Context: an optimization exercise on an open-source flow, tuned for small area. The choices shown serve that exercise and are no tape-out recipe.
Function was checked by simulation only, so behaviour that the tests miss may differ from the original.
The clock port is modelled as an ideal driver, which makes a skipped or thinned clock tree look cheaper than it is; a real chip needs a root buffer or a tree.
Power figures rest on the tool's default switching activity, not on a simulated workload.

Setup of ember:
Design traffic_light_controller, start of the top module:
module traffic_light_controller(
    input clk_in,
    input rst,
    input sw0,
    input sw1,
    input [2:0] btn,
    output reg [6:0] seg,
    output reg red,
    output reg yellow,
    output reg green,
    output reg red2,
    output reg yellow2,
    output reg green2
);
localparam RED = 2'd0, GREEN = 2'd1, YELLOW = 2'd2;
reg [3:0] p;                        
wire tick = (p == 4'd15);
always @(posedge clk_in)
    if (rst) p <= 4'd15;
    else     p <= p + 4'd1;
reg rst_d;      
reg fresh;      
always @(posedge clk_in) begin
    rst_d <= rst;
    fresh <= rst | (fresh & ~(tick & ~rst_d));
end
wire c0     = (p == 4'd0);             
wire c1     = (p == 4'd1);             
wire c2     = (p == 4'd2);             
wire act_t8 = ~p[3];                   
wire act_t4 = p[3] & ~p[2];            
wire act_t  = ~(p[3] & p[2]);          
wire act_c2 = ~p[3] & ~p[2] & p[1];    
wire act_c8 = p[3] ^ p[2];             
wire act_c  = act_c2 | act_c8;         
reg       q_up;              
reg       q_tclr;            
reg       q_cclr;            
reg       q_cload;           
wire      rot = q_tclr & ~q_cclr;    
wire [3:0] s0_lo, s1_lo, s2_lo;
wire s0n0, s0n1, s1n0, s1n1, s2n0, s2n1;
wire s0h0, s0h1, s1h0, s1h1, s2h0, s2h1;
reg  en0, en1, en2;          
tl_time u_s0 (.clk(clk_in), .tick(tick), .fresh(fresh), .k0(c1), .k1(c0),
              .rot(rot), .r0(s1h0), .r1(s1h1), .en(en0), .up(q_up),
  ...
Size: ~450 cells after synthesis, about 20 I/O pins.
==> flow/config.mk <==
export PLATFORM = sky130hd
export DESIGN_NAME = traffic_light_controller
export DESIGN_NICKNAME = traffic_light_controller
export VERILOG_FILES = /design/flow/design.v
export SDC_FILE = /design/flow/constraint.sdc
export NUM_CORES = 4
export LEC_CHECK = 0
export ABC_AREA = 1
export CAP_MARGIN = 20
export CORE_MARGIN = 2
export CORE_UTILIZATION = 60
export SLEW_MARGIN = 20
==> flow/constraint.sdc <==
create_clock -name core_clock -period 8.0 [get_ports {clk_in}]
set_input_delay 1.6000 -clock core_clock [delete_from_list [all_inputs] [get_ports {clk_in}]]
set_output_delay 1.6000 -clock core_clock [all_outputs]
set_load 0.01 [all_outputs]
standard.sh (not shown) runs the stock make flow with config.mk's settings and CLKGATE_MAP_FILE= SYNTH_SCRIPT=/design/flow/synth_recipe.tcl, a recipe that flattens the netlist after the stock synthesis.
==> flow/flow/run.sh <==
#!/bin/bash
# Own layout flow: the standard synthesis, then the combinational logic
# re-mapped for area (registers untouched), then the standard ORFS steps with
# a clock tree without dummy loads and minimum-size port buffers.
set -euo pipefail
W=$PWD
F=$W/flow
R=$W/orfs/results/$FLOW_PLATFORM/traffic_light_controller/base
LIB=$FLOW_HOME/platforms/$FLOW_PLATFORM/lib/sky130_fd_sc_hd__tt_025C_1v80.lib

bash standard.sh synth > $W/log_1_synth.log 2>&1
cp $R/1_2_yosys.v $W/std_1_2_yosys.v

REOPT_LIB=$LIB REOPT_IN=$W/std_1_2_yosys.v REOPT_OUT=$W/reopt.v REOPT_TOP=$FLOW_TOP \
REOPT_ABC=$F/abc.script REOPT_DONTUSE=$F/dontuse.txt REOPT_STAT=$W/reopt_stat.txt \
  yosys -c $F/reopt.tcl > $W/log_2_reopt.log 2>&1

cp $W/reopt.v $R/1_2_yosys.v
rm -f $R/1_synth.odb $R/1_synth.sdc

bash standard.sh \
  "CTS_ARGS=-sink_clustering_enable -repair_clock_nets -dont_use_dummy_load -buf_list sky130_fd_sc_hd__buf_6" \
  "BUFFER_PORTS_ARGS=-buffer_cell sky130_fd_sc_hd__buf_1" \
  finish > $W/log_3_layout.log 2>&1
Other scripts of this flow, unchanged in this note and not shown: flow/flow/abc.script, flow/flow/dontuse.txt, flow/flow/reopt.tcl
Modified inputs, delta compared to ember
- a change of CORE_UTILIZATION from 60 to 75
--- outcome ---
- Going from ember to delta, register-to-register slack fell by 0.06 ns, largest fanout on the critical path up 5, number of instances in the synthesized netlist saw a decrease, slew at the pin closest to its max-slew limit fell 0.12 ns.
- The run showing the greater proportion of power drawn by the clock network is ember.
- [compare] base=ember new=delta: die area -20%; share of total power in combinational logic picked up an extra 2.9 points; detailed-route wire length now sits higher; data required time at the worst endpoint went up by 0.08 ns.

========
== job 1983 ==
traffic_light_controller, a different RTL version from the one above (not shown whole).
Size: about 450 cells after synthesis, ~20 I/O pins, roughly 5100 µm² of cells after synthesis.
// traffic_light_controller
module traffic_light_controller(
    input clk_in,
    input rst,
    input sw0,
    input sw1,
    input [2:0] btn,
    output reg [6:0] seg,
    output red,
    output yellow,
    output green,
    output red2,
    output yellow2,
    output green2
);
clock: 8.0 ns
lec_check: 0
abc_area: 1
cap_margin: 20
core_margin: 2
core_utilization: 85
slew_margin: 20
==> flow/flow/run.sh <==
#!/bin/bash
# Own layout flow: the standard synthesis, then the combinational logic
# re-mapped for area (registers untouched), then the standard ORFS steps with
# a clock tree of one root and 16 leaf buffers (flow/mancts.tcl) and
# minimum-size port buffers.
set -euo pipefail
W=$PWD
F=$W/flow
R=$W/orfs/results/$FLOW_PLATFORM/traffic_light_controller/base
LIB=$FLOW_HOME/platforms/$FLOW_PLATFORM/lib/sky130_fd_sc_hd__tt_025C_1v80.lib

bash standard.sh synth > $W/log_1_synth.log 2>&1
cp $R/1_2_yosys.v $W/std_1_2_yosys.v

REOPT_LIB=$LIB REOPT_IN=$W/std_1_2_yosys.v REOPT_OUT=$W/reopt.v REOPT_TOP=$FLOW_TOP \
REOPT_ABC=$F/abc.script REOPT_SEEDS="1 2 3 4 5" REOPT_DONTUSE=$F/dontuse.txt REOPT_STAT=$W/reopt_stat.txt \
  yosys -c $F/reopt.tcl > $W/log_2_reopt.log 2>&1

cp $W/reopt.v $R/1_2_yosys.v
rm -f $R/1_synth.odb $R/1_synth.sdc

bash standard.sh \
  "PRE_CTS_TCL=$F/mancts.tcl" \
  "BUFFER_PORTS_ARGS=-buffer_cell sky130_fd_sc_hd__buf_1" \
  finish > $W/log_3_layout.log 2>&1
==> flow/flow/mancts.tcl <==
# Clock tree built here instead of by clock_tree_synthesis (ORFS calls this
# proc in its CTS step): the clock port drives one root buffer, which drives
# NB leaf buffers; each leaf drives the registers of one group, the groups
# split by position (NX columns by x, each cut into rows by y) and each leaf
# placed at the centre of its group. Detailed placement legalizes them.
proc clock_tree_synthesis { args } {
  set nx 4
  set ny 4
  set leaf_cell sky130_fd_sc_hd__buf_4
  set root_cell sky130_fd_sc_hd__buf_12
  set block [ord::get_db_block]
  set dbu [$block getDbUnitsPerMicron]
  set src [get_full_name [lindex [get_property [lindex [all_clocks] 0] sources] 0]]
  set clk [get_nets $src]
  set net [$block findNet $src]
  set pts {}
  foreach it [$net getITerms] {
    set inst [$it getInst]
    set bb [$inst getBBox]
    set x [expr {([$bb xMin] + [$bb xMax]) / 2.0 / $dbu}]
    set y [expr {([$bb yMin] + [$bb yMax]) / 2.0 / $dbu}]
    lappend pts [list $x $y "[$inst getName]/[[$it getMTerm] getName]"]
  }
  set groups {}
  set cols [lsort -real -index 0 $pts]
  set n [llength $cols]
  for {set i 0} {$i < $nx} {incr i} {
    set col [lrange $cols [expr {$i * $n / $nx}] [expr {($i + 1) * $n / $nx - 1}]]
    set col [lsort -real -index 1 $col]
    set m [llength $col]
    for {set j 0} {$j < $ny} {incr j} {
      lappend groups [lrange $col [expr {$j * $m / $ny}] [expr {($j + 1) * $m / $ny - 1}]]
    }
  }
  set leafs {}
  set g 0
  foreach grp $groups {
    if {[llength $grp] == 0} { continue }
    set sx 0; set sy 0; set pins {}
    foreach p $grp {
      set sx [expr {$sx + [lindex $p 0]}]
      set sy [expr {$sy + [lindex $p 1]}]
      lappend pins [get_pins [lindex $p 2]]
    }
    set cx [expr {$sx / [llength $grp]}]
    set cy [expr {$sy / [llength $grp]}]
    lappend leafs [insert_buffer -buffer_cell $leaf_cell -net $clk -load_pins $pins \
      -location [list $cx $cy] -buffer_name clkbuf_leaf_$g -net_name clknet_leaf_$g]
    incr g
  }
  set pins {}
  set sx 0; set sy 0
  foreach p $pts { set sx [expr {$sx + [lindex $p 0]}]; set sy [expr {$sy + [lindex $p 1]}] }
  foreach b $leafs { lappend pins [get_pins [get_full_name $b]/A] }
  insert_buffer -buffer_cell $root_cell -net $clk -load_pins $pins \
    -location [list [expr {$sx / [llength $pts]}] [expr {$sy / [llength $pts]}]] \
    -buffer_name clkbuf_root -net_name clknet_root
  set_propagated_clock [all_clocks]
  puts "manual clock tree: root $root_cell, [llength $leafs] x $leaf_cell for [llength $pts] registers"
}
Other scripts of this flow, unchanged in this note and not shown: flow/flow/abc.script, flow/flow/dontuse.txt, flow/flow/reopt.tcl
Job 1983: flow completed, timing, DRC and antenna clean
Setup changes, job 1983 to job 4948
# job 1983
export LEC_CHECK = 0
export ABC_AREA = 1
export CAP_MARGIN = 20
export CORE_MARGIN = 2
export CORE_UTILIZATION = 85
export SLEW_MARGIN = 20
create_clock -name core_clock -period 8.0 [get_ports {clk_in}]
# job 4948
export LEC_CHECK = 0
export ABC_AREA = 1
export CAP_MARGIN = 20
export CORE_MARGIN = 2
export CORE_UTILIZATION = 75
export SLEW_MARGIN = 20
create_clock -name core_clock -period 8.0 [get_ports {clk_in}]
diff --git a/flow/flow/mancts.tcl b/flow/flow/mancts.tcl
--- a/flow/flow/mancts.tcl
+++ b/flow/flow/mancts.tcl
@@ -58,3 +58,24 @@
   set_propagated_clock [all_clocks]
   puts "manual clock tree: root $root_cell, [llength $leafs] x $leaf_cell for [llength $pts] registers"
+  # a leaf whose registers see a slow clock edge gets the next larger buffer
+  estimate_parasitics -placement
+  foreach b $leafs {
+    set name [get_full_name $b]
+    foreach cell $::mancts_upsizes {
+      set worst 0
+      foreach pin [get_pins -of_objects [get_nets -of_objects [get_pins $name/X]]] {
+        if {[get_property $pin direction] ne "input"} { continue }
+        foreach e {slew_max_rise slew_max_fall} {
+          set v [get_property $pin $e]
+          if {$v > $worst} { set worst $v }
+        }
+      }
+      if {$worst <= $::mancts_slew_target} { break }
+      puts "manual clock tree: $name slew $worst, now $cell"
+      replace_cell [get_cells $name] $cell
+      estimate_parasitics -placement
+    }
+  }
 }
+set mancts_slew_target 0.095
+set mancts_upsizes {sky130_fd_sc_hd__buf_6 sky130_fd_sc_hd__buf_8}
When job 4948 is set beside job 1983, its setup slack at placement turns out to be 0.13 ns larger.
Diff job 4948..job 1983 | average cell area after synthesis | unchanged
Job 4948 got as far as 4_1_cts, where a tool error ended the run.
Total number of placement rows in job 4948 vs job 1983: up about 3.6%
The clock cells of job 1983 come from the design's own scripts or RTL, not from TritonCTS.

[port drivers added, routing unchanged]
The results above use ideal ports. As a check the final layouts listed here were re-extracted and re-timed, cells and wires unchanged.
Step 1 sets driving cells, clkbuf_16 on the clock port and buf_2 on the other inputs (assumed; they add their load-dependent delay and slew).
Step 2 times the ports against the registers' clock, not the clock port: input delays grow and output delays shrink by t, the midpoint of the rising clock arrivals with the driver on.
Three values: ideal ports, drivers, drivers and shift; two values: the first two.
run | shift t [ns] | setup WS [ns] | worst data-port slew with drivers (ns) | cell pins on the clock port's net
ember | 0.428 | 3.607 / 3.607 / 3.607 | 0.03 | 1
delta | 0.434 | 3.550 / 3.550 / 3.550 | 0.04 | 1
job 1983 | 0.370 | 2.164 / 2.164 / 2.164 | 0.03 | 1
After both steps every run listed still meets setup and hold.
